Context: an optimization exercise on an open-source flow, tuned for small area, a short achievable clock period and few clock cycles per item. The choices shown serve that exercise and are no tape-out recipe. Where RTL was checked, it was by simulation tests only, not by an equivalence proof against the original. No activity file was given, so power comes from the tool's default toggle rates.

## decision_tree_classifier
module decision_tree_classifier (
    input   wire    clk,
    input   wire    rst,
    input   wire    start,
    input   signed  [31:0]  psd_gamma,
    input   signed  [31:0]  psd_beta,
    input   signed  [31:0]  psd_alpha,
    input   signed  [31:0]  psd_theta,
    input   signed  [31:0]  psd_delta,
    input   signed  [31:0]  peak_amplitude,
    input           [ 7:0]  zero_counter,
    input   signed  [31:0]  dwt_gamma_max,
    input   signed  [31:0]  dwt_gamma_min,
    input   signed  [31:0]  dwt_gamma_mean,
    input   signed  [31:0]  dwt_gamma_sum,
    input   signed  [31:0]  dwt_beta_max,
    input   signed  [31:0]  dwt_beta_min,
    input   signed  [31:0]  dwt_beta_mean,
    input   signed  [31:0]  dwt_beta_sum,
    input   signed  [31:0]  dwt_alpha_max,
    input   signed  [31:0]  dwt_alpha_min,
    input   signed  [31:0]  dwt_alpha_mean,
    input   signed  [31:0]  dwt_alpha_sum,
    input   signed  [31:0]  dwt_theta_max,
    input   signed  [31:0]  dwt_theta_min,
    input   signed  [31:0]  dwt_theta_mean,
    input   signed  [31:0]  dwt_theta_sum,
    input   signed  [31:0]  dwt_delta_max,
    input   signed  [31:0]  dwt_delta_min,
    input   signed  [31:0]  dwt_delta_mean,
    input   signed  [31:0]  dwt_delta_sum,
    output  reg             done,
    output  reg     [3:0]   class_label
);
export LEC_CHECK = 0
export CAP_MARGIN = 20
export CORE_AREA = 5 5 265 265
export DIE_AREA = 0 0 270 270
export PLACE_DENSITY = 0.6
export SLEW_MARGIN = 20
export SYNTH_MEMORY_MAX_BITS = 65536
create_clock -name core_clock -period 14.0 [get_ports {clk}]
standard.sh (not shown) runs the stock make flow with config.mk's settings and CLKGATE_MAP_FILE= SYNTH_SCRIPT=/design/flow/synth_recipe.tcl, a recipe that flattens the netlist after the stock synthesis.
==> flow/flow/run.sh <==
#!/bin/bash
# Own layout flow: the standard ORFS flow and synthesis script, with three changes:
#  - ABC maps the logic with flow/abc.script (delay-targeted map) instead of ORFS's script;
#  - the port buffers are buf_1 instead of buffer_ports' default pick;
#  - the flow's timing repair aims at the setup margin set in flow/opts.sh.
# Each tool's output goes to the ORFS logs (orfs/logs/...) and to standard.log here.
set -euo pipefail
cd "$(dirname "$0")/.."
W=$(pwd)
source flow/opts.sh
cat > my_synth.tcl <<EOT
# synth_recipe.tcl with ABC's script replaced by flow/abc.script
proc abc {args} {
  set i [lsearch -exact \$args -script]
  if {\$i >= 0} { lset args [expr {\$i + 1}] $W/flow/abc.script }
  yosys abc {*}\$args
}
source $W/synth_recipe.tcl
EOT
sed "s#SYNTH_SCRIPT=[^ ]*synth_recipe.tcl#SYNTH_SCRIPT=$W/my_synth.tcl#" standard.sh > my_standard.sh
grep -q "SYNTH_SCRIPT=$W/my_synth.tcl" my_standard.sh
bash my_standard.sh > standard.log 2>&1
==> flow/flow/abc.script <==
strash
balance
rewrite
refactor
balance
rewrite
rewrite -z
balance
refactor -z
rewrite -z
balance
dch
map -D 1200
topo
stime -c
buffer -c
upsize -c
dnsize -c
==> flow/flow/opts.sh <==
export BUFFER_PORTS_ARGS="-buffer_cell sky130_fd_sc_hd__buf_1"
export SETUP_SLACK_MARGIN=9
export SETUP_SLACK_MARGIN=11
The baseline finished with timing, DRC and antenna clean.
Then changed:
==> flow/flow/opts.sh (replaced) <==
export BUFFER_PORTS_ARGS="-buffer_cell sky130_fd_sc_hd__buf_1"
export SETUP_SLACK_MARGIN=9
--- a/flow/config.mk
+++ b/flow/config.mk
@@ -11 +11 @@
-export PLACE_DENSITY = 0.6
+export PLACE_DENSITY = 0.85
The changed run ran to the end with no violations.
Total power hardly moves.
Die area is unchanged.
Area after synthesis does not change.
Setup slack is worse by 0.064 ns.
Combinational power stays flat.
Routed wire length goes up by 5.8%.
Then changed:
--- a/flow/config.mk
+++ b/flow/config.mk
@@ -11 +11 @@
-export PLACE_DENSITY = 0.85
+export PLACE_DENSITY = 0.6
Outcome: The new run went through all stages and came out clean. Via count goes down by about 2.6%. Core utilization goes down by 0.22 points. Area after synthesis stays the same. Global-route usage goes down by 0.52 points. Clock-buffer cell count stays the same. Design area goes down by about 1.4%. Cell count stays flat. Worst hold slack stays flat.
Function was not checked in any run of this note: the RTL went through the layout flow alone.

========
old:
Another version of the RTL of decision_tree_classifier (not shown whole).
For scale: about 22 flip-flops, ~6300 um^2 of cells after synthesis.
export LEC_CHECK = 0
export CAP_MARGIN = 20
export CORE_AREA = 5 5 265 265
export CTS_BUF_LIST = sky130_fd_sc_hd__clkbuf_8
export DIE_AREA = 0 0 270 270
export PLACE_DENSITY = 0.6
export SLEW_MARGIN = 20
export SYNTH_MEMORY_MAX_BITS = 65536
create_clock -name core_clock -period 14.0 [get_ports {clk}]
==> flow/flow/opts.sh <==
export BUFFER_PORTS_ARGS="-buffer_cell sky130_fd_sc_hd__buf_1"
export SETUP_SLACK_MARGIN=9
Scripts as last shown in full above: flow/flow/run.sh, flow/flow/abc.script
> inputs changed (old -> new)
--- a/flow/flow/opts.sh
+++ b/flow/flow/opts.sh
@@ -2 +2,2 @@
 export SETUP_SLACK_MARGIN=9
+export SETUP_SLACK_MARGIN=9.8
[summary]
Count of clock-buffer cells in the layout in new is 1 higher than in old
new packs its core more tightly than old.
Area overhead of the layout relative to synthesis: new > old
For the sequential share of cell area, new came in 0.30 points lower than old did.
Diff old -> new: first-pass GRT wire length picked up an extra 4900 um, met2 usage in global routing picked up an extra 0.79 points.
Compared with old, new shows a higher cell area.
No functional check of the RTL was part of any run of this note.

========
decision_tree_classifier, a different RTL version from the one above (not shown whole).
For scale: roughly 8 flip-flops, roughly 0.0061 mm2 of cells after synthesis.
==> flow/config.mk <==
export PLATFORM = sky130hd
export DESIGN_NAME = decision_tree_classifier
export DESIGN_NICKNAME = decision_tree_classifier
export VERILOG_FILES = /design/flow/design.v
export SDC_FILE = /design/flow/constraint.sdc
export NUM_CORES = 4
export LEC_CHECK = 0
export CAP_MARGIN = 20
export CORE_AREA = 5 5 265 265
export DIE_AREA = 0 0 270 270
export PLACE_DENSITY = 0.6
export SLEW_MARGIN = 20
export SYNTH_MEMORY_MAX_BITS = 65536
==> flow/constraint.sdc <==
create_clock -name core_clock -period 14.0 [get_ports {clk}]
set_input_delay 2.8000 -clock core_clock [delete_from_list [all_inputs] [get_ports {clk}]]
set_output_delay 2.8000 -clock core_clock [all_outputs]
set_load 0.01 [all_outputs]
==> flow/flow/opts.sh <==
export BUFFER_PORTS_ARGS="-buffer_cell sky130_fd_sc_hd__buf_1"
export SETUP_SLACK_MARGIN=9
export SETUP_SLACK_MARGIN=11
Scripts as last shown in full above: flow/flow/run.sh, flow/flow/abc.script
Testbench counts at the start, summed over its fixed seeds: cycles 3,200, items 3,200.
==> next run, changes <==
--- a/flow/flow/abc.script
+++ b/flow/flow/abc.script
@@ -10,5 +10,15 @@
 rewrite -z
 balance
-dch
+balance
+rewrite
+refactor
+balance
+rewrite
+rewrite -z
+balance
+refactor -z
+rewrite -z
+balance
+dch -f
 map -D 1200
 topo
==> flow/flow/opts.sh (replaced) <==
export BUFFER_PORTS_ARGS="-buffer_cell sky130_fd_sc_hd__buf_1"
export SETUP_SLACK_MARGIN=9
- CTS_BUF_LIST: not set -> sky130_fd_sc_hd__clkbuf_4
Outcome:
- count of clock-buffer cells in the layout stays the same
- critical path depth falls by 2
- worst setup slack got worse by 0.045 ns
- hold slack got worse by 0.043 ns
- sequential share of layout area hardly moves
- sequential cell count is unchanged
- core utilization falls by 0.51 points
- design area falls by 3.3%
==> next run, changes <==
==> flow/flow/abc.script (replaced) <==
strash
balance
rewrite
refactor
balance
rewrite
rewrite -z
balance
refactor -z
rewrite -z
balance
dch
map -D 1200
topo
stime -c
buffer -c
upsize -c
dnsize -c
- SLEW_MARGIN: 20 -> 70
- The changed run went through all stages and came out clean
- critical path depth fell by 1
- routed wire length decreases by about 2.2%
- cell count is higher by about 0.7%
- non-clock buffer count went up by 3
- maximum frequency climbs by 0.35%
- synthesized area stays flat
==> next run, changes <==
==> flow/flow/opts.sh (replaced) <==
export BUFFER_PORTS_ARGS="-buffer_cell sky130_fd_sc_hd__buf_1"
export SETUP_SLACK_MARGIN=9
export SETUP_SLACK_MARGIN=10.2
- SLEW_MARGIN: 70 -> 20
First-iteration DRC count grows by 19%.
Utilization came out higher by 0.10 points.
Sequential power barely changes.
Die area stays the same.
Cell area increases by about 0.7%.

========
decision_tree_classifier, a different RTL version from the one above (not shown whole).
Size in the first run: roughly 1,200 cells after synthesis, about 14 flip-flops, roughly 850 I/O pins.
==> flow/design.v (excerpt) <==
module decision_tree_classifier (
    input   wire    clk,
    input   wire    rst,
    input   wire    start,
    input   signed  [31:0]  psd_gamma,
    input   signed  [31:0]  psd_beta,
    input   signed  [31:0]  psd_alpha,
    input   signed  [31:0]  psd_theta,
    input   signed  [31:0]  psd_delta,
    input   signed  [31:0]  peak_amplitude,
    input           [ 7:0]  zero_counter,
    input   signed  [31:0]  dwt_gamma_max,
    input   signed  [31:0]  dwt_gamma_min,
    input   signed  [31:0]  dwt_gamma_mean,
    input   signed  [31:0]  dwt_gamma_sum,
    input   signed  [31:0]  dwt_beta_max,
    input   signed  [31:0]  dwt_beta_min,
    input   signed  [31:0]  dwt_beta_mean,
    input   signed  [31:0]  dwt_beta_sum,
    input   signed  [31:0]  dwt_alpha_max,
    input   signed  [31:0]  dwt_alpha_min,
    input   signed  [31:0]  dwt_alpha_mean,
    input   signed  [31:0]  dwt_alpha_sum,
    input   signed  [31:0]  dwt_theta_max,
    input   signed  [31:0]  dwt_theta_min,
    input   signed  [31:0]  dwt_theta_mean,
    input   signed  [31:0]  dwt_theta_sum,
    input   signed  [31:0]  dwt_delta_max,
    input   signed  [31:0]  dwt_delta_min,
    input   signed  [31:0]  dwt_delta_mean,
    input   signed  [31:0]  dwt_delta_sum,
    output  reg             done,
    output  wire    [3:0]   class_label
);
wire c0 = ~(~psd_gamma[31] & (psd_gamma[30] | (psd_gamma[29] | (psd_gamma[28] | (psd_gamma[27] | (psd_gamma[26] | (psd_gamma[25] | (psd_gamma[24] | (psd_gamma[23] | (psd_gamma[22] | (psd_gamma[21] | (psd_gamma[20] | (psd_gamma[19] & (psd_gamma[18] & (psd_gamma[17] | (psd_gamma[16] | (psd_gamma[15] | (psd_gamma[14] & (psd_gamma[13] & (psd_gamma[12] | (psd_gamma[11] & (psd_gamma[10] & (psd_gamma[9] & (psd_gamma[8] & (psd_gamma[7] & (psd_gamma[6] | (psd_gamma[5] & (psd_gamma[4] & (psd_gamma[3] & psd_gamma[2])))))))))))))))))))))))))))));    
  ...
==> flow/config.mk <==
export PLATFORM = sky130hd
export DESIGN_NAME = decision_tree_classifier
export DESIGN_NICKNAME = decision_tree_classifier
export VERILOG_FILES = /design/flow/design.v
export SDC_FILE = /design/flow/constraint.sdc
export NUM_CORES = 4
export LEC_CHECK = 0
export CAP_MARGIN = 20
export CORE_AREA = 5 5 265 265
export CTS_BUF_LIST = sky130_fd_sc_hd__clkbuf_8
export DIE_AREA = 0 0 270 270
export PLACE_DENSITY = 0.6
export SLEW_MARGIN = 20
export SYNTH_MEMORY_MAX_BITS = 65536
==> flow/constraint.sdc <==
create_clock -name core_clock -period 14.0 [get_ports {clk}]
set_input_delay 2.8000 -clock core_clock [delete_from_list [all_inputs] [get_ports {clk}]]
set_output_delay 2.8000 -clock core_clock [all_outputs]
set_load 0.01 [all_outputs]
==> flow/flow/abc.script <==
strash
balance
rewrite
refactor
balance
rewrite
rewrite -z
balance
refactor -z
rewrite -z
balance
dch
map -D 1200
topo
stime -c
buffer -c
upsize -c
dnsize -c
==> flow/flow/opts.sh <==
export BUFFER_PORTS_ARGS="-buffer_cell sky130_fd_sc_hd__buf_1"
export SETUP_SLACK_MARGIN=9
export SETUP_SLACK_MARGIN=0
Scripts as last shown in full above: flow/flow/run.sh
The baseline completed without violations.
Testbench counts at the start, summed over its fixed seeds: cycles 3,200, items 3,200.
Edit:
==> flow/flow/opts.sh (replaced) <==
export BUFFER_PORTS_ARGS="-buffer_cell sky130_fd_sc_hd__buf_1"
export SETUP_SLACK_MARGIN=9
export SETUP_SLACK_MARGIN=9.6
export SETUP_SLACK_MARGIN=9.3
TNS_END_PERCENT = 0   (was unset)
Outcome:
- The new run passed the timing, DRC and antenna checks
- via count went up by 1.0%
- hold slack hardly moves
- critical path depth went up by 2
- power went up by 3.0%
- wire length went up by 0.54%

[separate check: timing with driven ports]
How much do the figures lean on ideal ports? The routed layouts below were timed once more, with nothing changed but the port constraints.
Step 1 assumes that a clkbuf_16 drives the clock port and a buf_2 every other input.
Step 2 adds t to the input delays and takes it off the output delays; t is the mean of the earliest and latest rising clock arrival at the registers after step 1. Input paths then give back, and output paths get back, about the clock's delay inside the block.
Slacks: ideal / step 1 / step 2; pairs: ideal / step 1.
run | t, ns | setup WS [ns] | hold WS [ns] | pins driven straight from the clock port
the first run of note 1 | 0.276 | 8.967 / 8.998 / 8.722 | 2.374 / 2.350 / 2.626 | 1
the second run of note 1 | 0.265 | 8.903 / 8.924 / 8.659 | 2.382 / 2.377 / 2.641 | 1
the third run of note 1 | 0.270 | 8.807 / 8.829 / 8.560 | 2.381 / 2.359 / 2.629 | 1
old | 0.309 | 9.064 / 9.073 / 8.764 | 2.329 / 2.320 / 2.629 | 1
new | 0.310 | 9.339 / 9.344 / 9.033 | 2.307 / 2.310 / 2.620 | 1
the first run of note 3 | 0.274 | 9.146 / 9.117 / 8.844 | 2.362 / 2.399 / 2.673 | 1
the second run of note 3 | 0.329 | 9.101 / 9.123 / 8.795 | 2.320 / 2.298 / 2.627 | 1
the third run of note 3 | 0.313 | 9.118 / 9.075 / 8.762 | 2.306 / 2.289 / 2.602 | 1
the fourth run of note 3 | 0.335 | 9.095 / 9.109 / 8.774 | 2.275 / 2.261 / 2.596 | 1
the first run of note 4 | 0.303 | 8.807 / 8.814 / 8.511 | 2.307 / 2.303 / 2.607 | 1
the second run of note 4 | 0.302 | 9.359 / 9.366 / 9.064 | 2.310 / 2.307 / 2.609 | 1
After both steps setup and hold are still met in every run listed. The setup slack of the third run of note 3, which loses most, moves by -0.043 ns with the drivers and by -0.356 ns with both steps.
